What follows belongs to an exercise in optimizing a design on an open flow for small area and a short achievable clock period; a production flow would make more cautious choices.
Function was checked by simulation only, so behaviour that the tests miss may differ from the original.
Power and IR drop assume default switching activity.

red:
==> flow/design.v <==
`default_nettype none
module free_list #(
    parameter LEN = 32 + 16,
    parameter LBITS = $clog2(LEN)
) (
    input wire i_clk,
    input wire i_rst_n,
    input wire [LBITS - 1:0] i_ret_p0,
    input wire [LBITS - 1:0] i_ret_p1,
    input wire [LBITS - 1:0] i_ret_p2,
    input wire [LBITS - 1:0] i_ret_p3,
    input wire [2:0] i_ret_count,
    input wire [2:0] i_req_count,
    output reg [LBITS - 1:0] o_req0,
    output reg [LBITS - 1:0] o_req1,
    output reg [LBITS - 1:0] o_req2,
    output reg [LBITS - 1:0] o_req3,
    output reg [2:0] o_req_count,
    output reg [LBITS - 1:0] o_avail_count
);
    localparam NN = 12;    
    reg [47:0] free;
    function automatic [1:0] sadd(input [1:0] x, input [1:0] y);
        sadd = {x[1] | y[1] | (x[0] & y[0]), x[0] | y[0]};
    endfunction
    wire [1:0] ncnt [0:NN - 1];
    wire [1:0] lo0 [0:NN - 1];
    wire [1:0] lo1 [0:NN - 1];
    wire [1:0] hi0 [0:NN - 1];
    wire [1:0] hi1 [0:NN - 1];
    genvar j;
    generate
        for (j = 0; j < NN; j = j + 1) begin : g_nib
            wire a = free[4 * j], b = free[4 * j + 1], c = free[4 * j + 2], d = free[4 * j + 3];
            assign ncnt[j] = {(a & b) | (a & c) | (a & d) | (b & c) | (b & d) | (c & d), a | b | c | d};
            assign lo0[j] = a ? 2'd0 : b ? 2'd1 : c ? 2'd2 : 2'd3;
            assign lo1[j] = (a & b) ? 2'd1 : ((a | b) & c) ? 2'd2 : 2'd3;
            assign hi0[j] = d ? 2'd3 : c ? 2'd2 : b ? 2'd1 : 2'd0;
            assign hi1[j] = (d & c) ? 2'd2 : ((d | c) & b) ? 2'd1 : 2'd0;
        end
    endgenerate
    wire [1:0] sl [0:NN - 1];
    wire [1:0] sh [0:NN - 1];
    wire [1:0] xl [0:NN - 1];    
    wire [1:0] xh [0:NN - 1];    
    generate
        for (j = 0; j < NN; j = j + 1) begin : g_x
            if (j % 4 == 0) begin : g_f
                assign xl[j] = ncnt[j];
            end else begin : g_n
                assign xl[j] = sadd(xl[j - 1], ncnt[j]);
            end
            if (j % 4 == 3) begin : g_hf
                assign xh[j] = ncnt[j];
            end else begin : g_hn
                assign xh[j] = sadd(xh[j + 1], ncnt[j]);
            end
        end
    endgenerate
    wire [1:0] gl1 = xl[3], gl2 = sadd(xl[3], xl[7]);       
    wire [1:0] gh1 = xh[8], gh0 = sadd(xh[8], xh[4]);       
    generate
        for (j = 0; j < NN; j = j + 1) begin : g_s
            if (j < 4) begin : g_0
                assign sl[j] = xl[j];
                assign sh[j] = sadd(gh0, xh[j]);
            end else if (j < 8) begin : g_1
                assign sl[j] = sadd(gl1, xl[j]);
                assign sh[j] = sadd(gh1, xh[j]);
            end else begin : g_2
                assign sl[j] = sadd(gl2, xl[j]);
                assign sh[j] = xh[j];
            end
        end
    endgenerate
    wire [4:0] q = {i_req_count[2], i_req_count[2] | (i_req_count[1] & i_req_count[0]),
                    i_req_count[2] | i_req_count[1], i_req_count != 3'd0, 1'b1};
    wire nl1 = q[1], nl2 = q[3], nh1 = q[2], nh2 = q[4];
    wire [LBITS - 1:0] tl0 [0:NN - 1];
    wire [LBITS - 1:0] tl1 [0:NN - 1];
    wire [LBITS - 1:0] th0 [0:NN - 1];
    wire [LBITS - 1:0] th1 [0:NN - 1];
    wire [47:0] keep;
    generate
        for (j = 0; j < NN; j = j + 1) begin : g_sel
            wire [1:0] pl = (j == 0) ? 2'b00 : sl[j - 1];
            wire [1:0] ph = (j == NN - 1) ? 2'b00 : sh[j + 1];
            wire l0 = ~pl[0], l1 = pl[0] & ~pl[1];    
            wire h0 = ~ph[0], h1 = ph[0] & ~ph[1];
            wire [3:0] nib = j;
            wire sl0 = l0 & ncnt[j][0];
            wire sl1 = (l0 & ncnt[j][1]) | (l1 & ncnt[j][0]);
            wire sh0 = h0 & ncnt[j][0];
            wire sh1 = (h0 & ncnt[j][1]) | (h1 & ncnt[j][0]);
            assign tl0[j] = {LBITS{sl0}} & {nib, lo0[j]};
            assign tl1[j] = {LBITS{sl1}} & {nib, l0 ? lo1[j] : lo0[j]};
            assign th0[j] = {LBITS{sh0}} & {nib, hi0[j]};
            assign th1[j] = {LBITS{sh1}} & {nib, h0 ? hi1[j] : hi0[j]};
            wire a = free[4 * j], b = free[4 * j + 1], c = free[4 * j + 2], d = free[4 * j + 3];
            wire [1:0] rl [0:3];
            wire [1:0] rh [0:3];
            assign rl[0] = pl;
            assign rl[1] = sadd(pl, {1'b0, a});
            assign rl[2] = sadd(pl, {a & b, a | b});
            assign rl[3] = sadd(pl, {(a & b) | (a & c) | (b & c), a | b | c});
            assign rh[3] = ph;
            assign rh[2] = sadd(ph, {1'b0, d});
            assign rh[1] = sadd(ph, {d & c, d | c});
            assign rh[0] = sadd(ph, {(d & c) | (d & b) | (c & b), d | c | b});
            genvar l;
            for (l = 0; l < 4; l = l + 1) begin : g_b
                assign keep[4 * j + l] = free[4 * j + l] &
                                         (~nl1 | rl[l][1] | (rl[l][0] & ~nl2)) &
                                         (~nh1 | rh[l][1] | (rh[l][0] & ~nh2));
            end
        end
    endgenerate
    reg [LBITS - 1:0] cl0, cl1, ch0, ch1;
    integer jj;
    always @(*) begin
        cl0 = 0; cl1 = 0; ch0 = 0; ch1 = 0;
        for (jj = 0; jj < NN; jj = jj + 1) begin
            cl0 = cl0 | tl0[jj];
            cl1 = cl1 | tl1[jj];
            ch0 = ch0 | th0[jj];
            ch1 = ch1 | th1[jj];
        end
    end
    wire [3:0] rv = {i_ret_count[2], i_ret_count[2] | (i_ret_count[1] & i_ret_count[0]),
                     i_ret_count[2] | i_ret_count[1], i_ret_count != 3'd0};
    wire [LBITS - 1:0] rp [0:3];
    assign rp[0] = i_ret_p0;
    assign rp[1] = i_ret_p1;
    assign rp[2] = i_ret_p2;
    assign rp[3] = i_ret_p3;
    wire [5:0] rh [0:3];
    wire [7:0] rl [0:3];
    genvar k, i;
    generate
        for (k = 0; k < 4; k = k + 1) begin : g_pre
            for (i = 0; i < 6; i = i + 1) begin : g_h
                assign rh[k][i] = rv[k] & (rp[k][5:3] == i);
            end
            for (i = 0; i < 8; i = i + 1) begin : g_l
                assign rl[k][i] = rp[k][2:0] == i;
            end
        end
    endgenerate
    wire [47:0] ret;
    generate
        for (i = 0; i < 48; i = i + 1) begin : g_ret
            assign ret[i] = (rh[0][i / 8] & rl[0][i % 8]) | (rh[1][i / 8] & rl[1][i % 8]) |
                            (rh[2][i / 8] & rl[2][i % 8]) | (rh[3][i / 8] & rl[3][i % 8]);
        end
    endgenerate
    wire [4:0] rc1h = {i_ret_count == 3'd4, i_ret_count == 3'd3, i_ret_count == 3'd2,
                       i_ret_count == 3'd1, i_ret_count == 3'd0};
    wire [4:0] qc1h = {i_req_count == 3'd4, i_req_count == 3'd3, i_req_count == 3'd2,
                       i_req_count == 3'd1, i_req_count == 3'd0};
    reg [8:0] dsel;    
    reg [1:0] lo_n;
    reg cup, cdn;
    wire [1:0] alo = o_avail_count[1:0];
    wire [3:0] ahi = o_avail_count[5:2];
    integer ri, qi, m, t;
    always @(*) begin
        dsel = 9'b0;
        for (ri = 0; ri < 5; ri = ri + 1)
            for (qi = 0; qi < 5; qi = qi + 1)
                dsel[ri - qi + 4] = dsel[ri - qi + 4] | (rc1h[ri] & qc1h[qi]);
        lo_n = 2'b0;
        cup = 1'b0;
        cdn = 1'b0;
        for (m = -4; m <= 4; m = m + 1) begin
            lo_n = lo_n | ({2{dsel[m + 4]}} & (alo + m[1:0]));
            t = alo + m;
            cup = cup | (dsel[m + 4] & (t >= 4));
            cdn = cdn | (dsel[m + 4] & (t < 0));
        end
    end
    wire [3:0] ahi_p = ahi + 4'd1;
    wire [3:0] ahi_m = ahi - 4'd1;
    wire [3:0] hi_n = ({4{cup}} & ahi_p) | ({4{cdn}} & ahi_m) | ({4{~cup & ~cdn}} & ahi);
    wire [LBITS - 1:0] avail_n = {hi_n, lo_n};
    always @(posedge i_clk, negedge i_rst_n) begin
        if (!i_rst_n) begin
            free <= {48{1'b1}};
            o_avail_count <= LEN;
            o_req_count <= 3'd0;
        end else begin
            free <= keep | ret;
            o_avail_count <= avail_n;
            o_req_count <= i_req_count;
        end
    end
    always @(posedge i_clk) begin
        o_req0 <= cl0;
        o_req1 <= ch0;
        o_req2 <= cl1;
        o_req3 <= ch1;
    end
endmodule
Settings: LEC_CHECK=0, ABC_AREA=1, CAP_MARGIN=20, CORE_MARGIN=2, CORE_UTILIZATION=40, CTS_BUF_LIST=sky130_fd_sc_hd__clkbuf_8, SETUP_SLACK_MARGIN=4.4, SLEW_MARGIN=20, TNS_END_PERCENT=5; clock period 7.0 ns.
standard.sh (not shown) runs the stock make flow with config.mk's settings and CLKGATE_MAP_FILE= SYNTH_SCRIPT=/design/flow/synth_recipe.tcl, a recipe that flattens the netlist after the stock synthesis.
==> flow/flow/run.sh <==
#!/bin/bash
# The standard layout, with the port buffers made of plain buffers
# (sky130_fd_sc_hd__buf_1) instead of the default delay buffers; the resizer
# may still resize them. Each tool's log is kept under orfs/logs; the make
# output goes to standard.log.
set -euo pipefail
export BUFFER_PORTS_ARGS="-buffer_cell sky130_fd_sc_hd__buf_1"
bash standard.sh finish > standard.log 2>&1
red finished all stages; the layout is clean.
For blue, these inputs were changed with respect to red:
- an added CTS_CLUSTER_SIZE of 40
==> flow/flow/run.sh <==
#!/bin/bash
# The standard layout, with the port buffers made of plain buffers
# (sky130_fd_sc_hd__buf_1) instead of the default delay buffers, and with the
# resizer's power recovery after global routing (downsizing gates off the
# critical paths). Each tool's log is kept under orfs/logs; the make output
# goes to standard.log.
set -euo pipefail
export BUFFER_PORTS_ARGS="-buffer_cell sky130_fd_sc_hd__buf_1"
export RECOVER_POWER=100
bash standard.sh finish > standard.log 2>&1
[summary]
- Having completed the whole flow, blue delivered a layout that passed the timing, DRC and antenna checks.
- Final HPWL from detailed placement came out exactly the same in red and blue.
- Run comparison: red beginning of the critical path free[46]; blue beginning of the critical path free[5]
- blue ended up with a higher sequential share of layout area than red did.
- Area overhead of the layout relative to synthesis (lower): blue
- Going from red to blue, share of final-layout standard cells stronger than drive strength 1 shrinks by 2.7 points.
- red was larger in final cell area than blue.
- Of red and blue, the lower via count belongs to blue.
- Row detailed-routed wire length on met3: blue higher / red lower
[inputs] green vs blue
- a change of SETUP_SLACK_MARGIN from 4.4 to 4.3
- a deleted CTS_CLUSTER_SIZE that had been 40
==> flow/flow/run.sh <==
#!/bin/bash
# The standard layout, with the port buffers made of plain buffers
# (sky130_fd_sc_hd__buf_1) instead of the default delay buffers; the resizer
# may still resize them. Each tool's log is kept under orfs/logs; the make
# output goes to standard.log.
set -euo pipefail
export BUFFER_PORTS_ARGS="-buffer_cell sky130_fd_sc_hd__buf_1"
bash standard.sh finish > standard.log 2>&1
### Flow results
- Of blue and green, the run reporting the higher combined global-route utilization of all metal layers was green.
- | worst setup slack | green vs blue | 1750 ps higher |
- green: utilization is 0.90 points higher than what blue reported.
- As far as fraction of the mapped netlist area in compound gates goes, blue and green are indistinguishable; the numbers are identical.
- Lower relative contribution of combinational cells to total power among blue and green: blue
- Between blue and green, the difference in via count is negligible.
- Of green and blue, it is green that has the lower minimum clock period.
- Summary of green over blue: critical path depth decreased by 3 relative to the old numbers; combinational power increased by about 4% relative to the old numbers.
- green vs. blue: count of buffer and inverter cells on the critical path rose 3; final estimated routing congestion in global placement fell 0.53%.
Changes in orange relative to green:
- SETUP_SLACK_MARGIN now 4.4, was 4.3
- ABC_AREA now 0, was 1
Findings:
- Wire: orange routes more than green
- A beginning of the critical path of free[46] is what orange shows, while i_req_count[1] belongs to green.
- In the tables for orange and green, register share of total power reads lower with orange.
- Compared with green, in orange final-stage net count shows no meaningful change, first-pass GRT wire length higher, number of design rule violations left after detail routing held steady, internal power component grew by 420 uW, cell depth of the worst setup path went up 1.
- green → orange: total of plain and repair buffers excluding clock buffers increased by 155 relative to the old numbers, area growth from synthesis to final layout saw an increase, clock buffer and inverter area fraction after layout -0.26 points.
Here is what was changed in the inputs of purple compared with orange.
- SETUP_SLACK_MARGIN: 4.4 -> 4.5
- ABC_AREA: 0 -> 1
Notes after the runs:
Of the two values seen for dominant combinational cell family by area after synthesis, simple AND/OR/NAND/NOR gates was produced by purple and compound AO/OA/AOI/OAI gates by orange. Worst-case setup margin in the final layout came out higher on purple than on orange. Of the two values seen for type of the setup path with the least slack, reg2reg was produced by orange and in2reg by purple. Taking orange as the reference, in purple synthesized area went down by about 8%; layout overhead on the synthesized area decreased 7.3 points; power down about 8%; maximum frequency from static timing analysis higher. In the tables for orange and purple, total length of routed met2 wires reads higher with orange. Taking orange as the reference point, the vias after detailed routing of purple falls by 1717. nor2_1 as the cell with the largest stage delay on the worst path was reported by orange, and o22ai_1 by purple. Number of multi-input logic gates: purple vs orange down about 1.2%.

---

Setup of job 101:
Starts from the design.v that is shown in full above.
export LEC_CHECK = 0
export ABC_AREA = 1
export CAP_MARGIN = 20
export CORE_MARGIN = 2
export CORE_UTILIZATION = 40
export CTS_BUF_LIST = sky130_fd_sc_hd__clkbuf_8
export SETUP_SLACK_MARGIN = 4.4
export SLEW_MARGIN = 20
export TNS_END_PERCENT = 0
create_clock -name core_clock -period 7.0 [get_ports {i_clk}]
==> flow/flow/run.sh <==
#!/bin/bash
# The standard layout, with the port buffers made of plain buffers
# (sky130_fd_sc_hd__buf_1) instead of the default delay buffers; the resizer
# may still resize them. Each tool's log is kept under orfs/logs; the make
# output goes to standard.log.
set -euo pipefail
export BUFFER_PORTS_ARGS="-buffer_cell sky130_fd_sc_hd__buf_1"
bash standard.sh finish > standard.log 2>&1
Both conditions hold for job 101: the flow ran to the end and the final layout passed the timing, DRC and antenna checks.
The following lists how job 102 was set up differently from job 101:
Settings: TNS_END_PERCENT: 0 -> 5; CTS_CLUSTER_SIZE: unset -> 40.
==> flow/flow/run.sh <==
#!/bin/bash
# The standard layout with two changes: the port buffers are plain buffers
# (sky130_fd_sc_hd__buf_1) instead of the default delay buffers, and Yosys's ABC
# maps the logic for area with "&get -n; &st; &dch; &nf; &put" (no buffering or
# sizing inside ABC; the resizer does that after placement). The flow scripts
# are copied unchanged apart from that ABC script. Each tool's log is kept under
# orfs/logs; the make output goes to standard.log.
set -euo pipefail
rm -rf scripts
cp -r "$FLOW_HOME/scripts" scripts
printf '&get -n\n&st\n&dch\n&nf\n&put\ntopo\n' > scripts/abc_area.script
export SCRIPTS_DIR="$PWD/scripts"
export BUFFER_PORTS_ARGS="-buffer_cell sky130_fd_sc_hd__buf_1"
bash standard.sh finish > standard.log 2>&1
==> comparison <==
Every stage of the flow completed for job 102, and the final layout passed the timing, DRC and antenna checks.
Job 101 reached the end of the flow, and the finished layout is clean on the timing, DRC and antenna checks.
Diff job 101 and job 102: worst hold slack higher in job 102
Job 102 ended up with a lower total wirelength of the detailed-routed design than job 101 did.
Where power dissipated by switching net loads is concerned, job 101 is outperformed by job 102.
Summary — area growth from synthesis to layout, job 102 relative to job 101: higher, by 12 points.
When job 102 is measured against job 101, its sequential share of layout area turns out 0.20 points higher.
Post-CTS setup repair buffer count, job 101 and job 102: smaller value in job 101
When the final numbers for job 101 and job 102 were put side by side, the adder-cell area share of the yosys netlist turned out to be greater in job 102.
Looking at share of final-layout standard cells stronger than drive strength 1, job 102 sits 2.9 points higher than job 101 does.
Diff job 101 -> job 102: clock network fraction of design power fell by 0.9 points, pre-CTS setup slack rose 0.99 ns.
Input changes introduced in job 103 (baseline for comparison: job 102):
==> flow/flow/run.sh <==
#!/bin/bash
# The standard layout, with the port buffers made of plain buffers
# (sky130_fd_sc_hd__buf_1) instead of the default delay buffers; the resizer
# may still resize them. Each tool's log is kept under orfs/logs; the make
# output goes to standard.log.
set -euo pipefail
export BUFFER_PORTS_ARGS="-buffer_cell sky130_fd_sc_hd__buf_1"
bash standard.sh finish > standard.log 2>&1
--- outcome ---
- Compared to job 102, job 103 was floorplanned on a bigger die.
- Multi-input gate share of the layout cell area, job 103 and job 102: smaller value in job 103
- Note that the post-DP HPWL recorded for job 102 amounts to 0.880 times the value seen in job 103.
- Looking at depth of the critical timing path with buffers and inverters included, job 103 sits below job 102.
- Job 103 went all the way through synthesis, placement and routing and the layout is clean on timing, DRC and antenna.
- Job 102 has a higher endpoint arrival time on the critical path than job 103.
- Summary: maximum frequency from static timing analysis, job 103 better than job 102
- Summary: with job 102 as the reference, final non-filler cell total in job 103 moved up by more than 10%.
- Sort job 103 and job 102 by clock network fraction of total power, descending, and job 103 comes first.
- Looking at worst path required time, job 103 sits 0.03 ns below job 102.
- The run showing the greater power per standard cell area is job 102.
Modified inputs, job 104 compared to job 103
Settings: changing SETUP_SLACK_MARGIN from 4.4 to 4.6; removing CTS_BUF_LIST (formerly sky130_fd_sc_hd__clkbuf_8); removing CTS_CLUSTER_SIZE (formerly 40).
[summary]
Number of global-route vias before repair for job 104 is higher than for job 103. Job 104 against job 103: wire length higher; core utilization has increased.
The following lists how job 105 was set up differently from job 104:
Settings: SETUP_SLACK_MARGIN changed from 4.6 to 4.4; CTS_BUF_LIST newly set to sky130_fd_sc_hd__clkbuf_8; CTS_CLUSTER_SIZE newly set to 40.
==> flow/flow/run.sh <==
#!/bin/bash
# The standard layout with two changes: the port buffers are plain buffers
# (sky130_fd_sc_hd__buf_1) instead of the default delay buffers, and Yosys's ABC
# maps the logic for area with "strash; dch; map -a" (no buffering or
# sizing inside ABC; the resizer does that after placement). The flow scripts
# are copied unchanged apart from that ABC script. Each tool's log is kept under
# orfs/logs; the make output goes to standard.log.
set -euo pipefail
rm -rf scripts
cp -r "$FLOW_HOME/scripts" scripts
printf 'strash\ndch\nmap -a\ntopo\nstime -c\n' > scripts/abc_area.script
export SCRIPTS_DIR="$PWD/scripts"
export BUFFER_PORTS_ARGS="-buffer_cell sky130_fd_sc_hd__buf_1"
bash standard.sh finish > standard.log 2>&1
[summary]
The run with more routed wire is job 105, not job 104. Between job 104 and job 105, routing usage on met3 is higher for job 105, job 104 comes in under that. Setup slack: job 105 vs job 104 down 0.75 ns. Between job 105 and job 104, it is job 105 whose routed wire length on met3 is higher, by 750 um. Across both runs, relative contribution of the clock network to total power was lower for job 105 than for job 104. Job 104 and job 105 ended up with nearly the same clock transition time at the flip-flop clock pins of the worst setup and hold paths. Diff job 104 -> job 105 | static leakage | down by more than 10%. On job 105: cell area is 73 um2 higher than what job 104 gave.

==> what the ideal ports hide <==
The flow's constraints put no driver on any port. The routed layouts listed below were extracted and timed again, unchanged, in two steps.
Step 1, drivers: a clkbuf_16 drives i_clk and a buf_2 each remaining input, both assumed.
Step 2 adds t to the input delays and takes it off the output delays; t is the mean of the earliest and latest rising clock arrival at the registers after step 1. Input paths then give back, and output paths get back, about the clock's delay inside the block.
a / b / c = no drivers / after step 1 / after step 2; a / b = the first two.
| run | shift t [ns] | slack for setup (ns) | worst setup path at the end | clock arrival spread, ns | cell pins on the clock port's net |
|---|---|---|---|---|---|
| red | 0.439 | 4.369 / 4.358 / 3.919 | input to register | 0.016 / 0.017 | 1 |
| blue | 0.439 | 2.518 / 2.518 / 2.518 | register to register | 0.015 / 0.015 | 1 |
| green | 0.426 | 4.264 / 4.287 / 3.861 | input to register | 0.015 / 0.016 | 1 |
| orange | 0.430 | 3.823 / 3.823 / 3.513 | input to register | 0.030 / 0.030 | 1 |
| purple | 0.441 | 4.367 / 4.356 / 3.915 | input to register | 0.013 / 0.013 | 1 |
| job 101 | 0.439 | 4.312 / 4.268 / 3.829 | input to register | 0.012 / 0.012 | 1 |
| job 102 | 0.431 | 3.620 / 3.620 / 3.434 | input to register | 0.016 / 0.016 | 1 |
| job 103 | 0.439 | 4.369 / 4.358 / 3.919 | input to register | 0.016 / 0.017 | 1 |
| job 104 | 0.412 | 4.319 / 4.318 / 3.906 | input to register | 0.012 / 0.012 | 1 |
| job 105 | 0.433 | 3.569 / 3.569 / 3.367 | input to register | 0.008 / 0.008 | 1 |
After both steps every run listed still meets setup and hold. For job 101, which loses most, drivers alone change the setup slack by -0.044 ns; drivers and shift together by -0.483 ns.
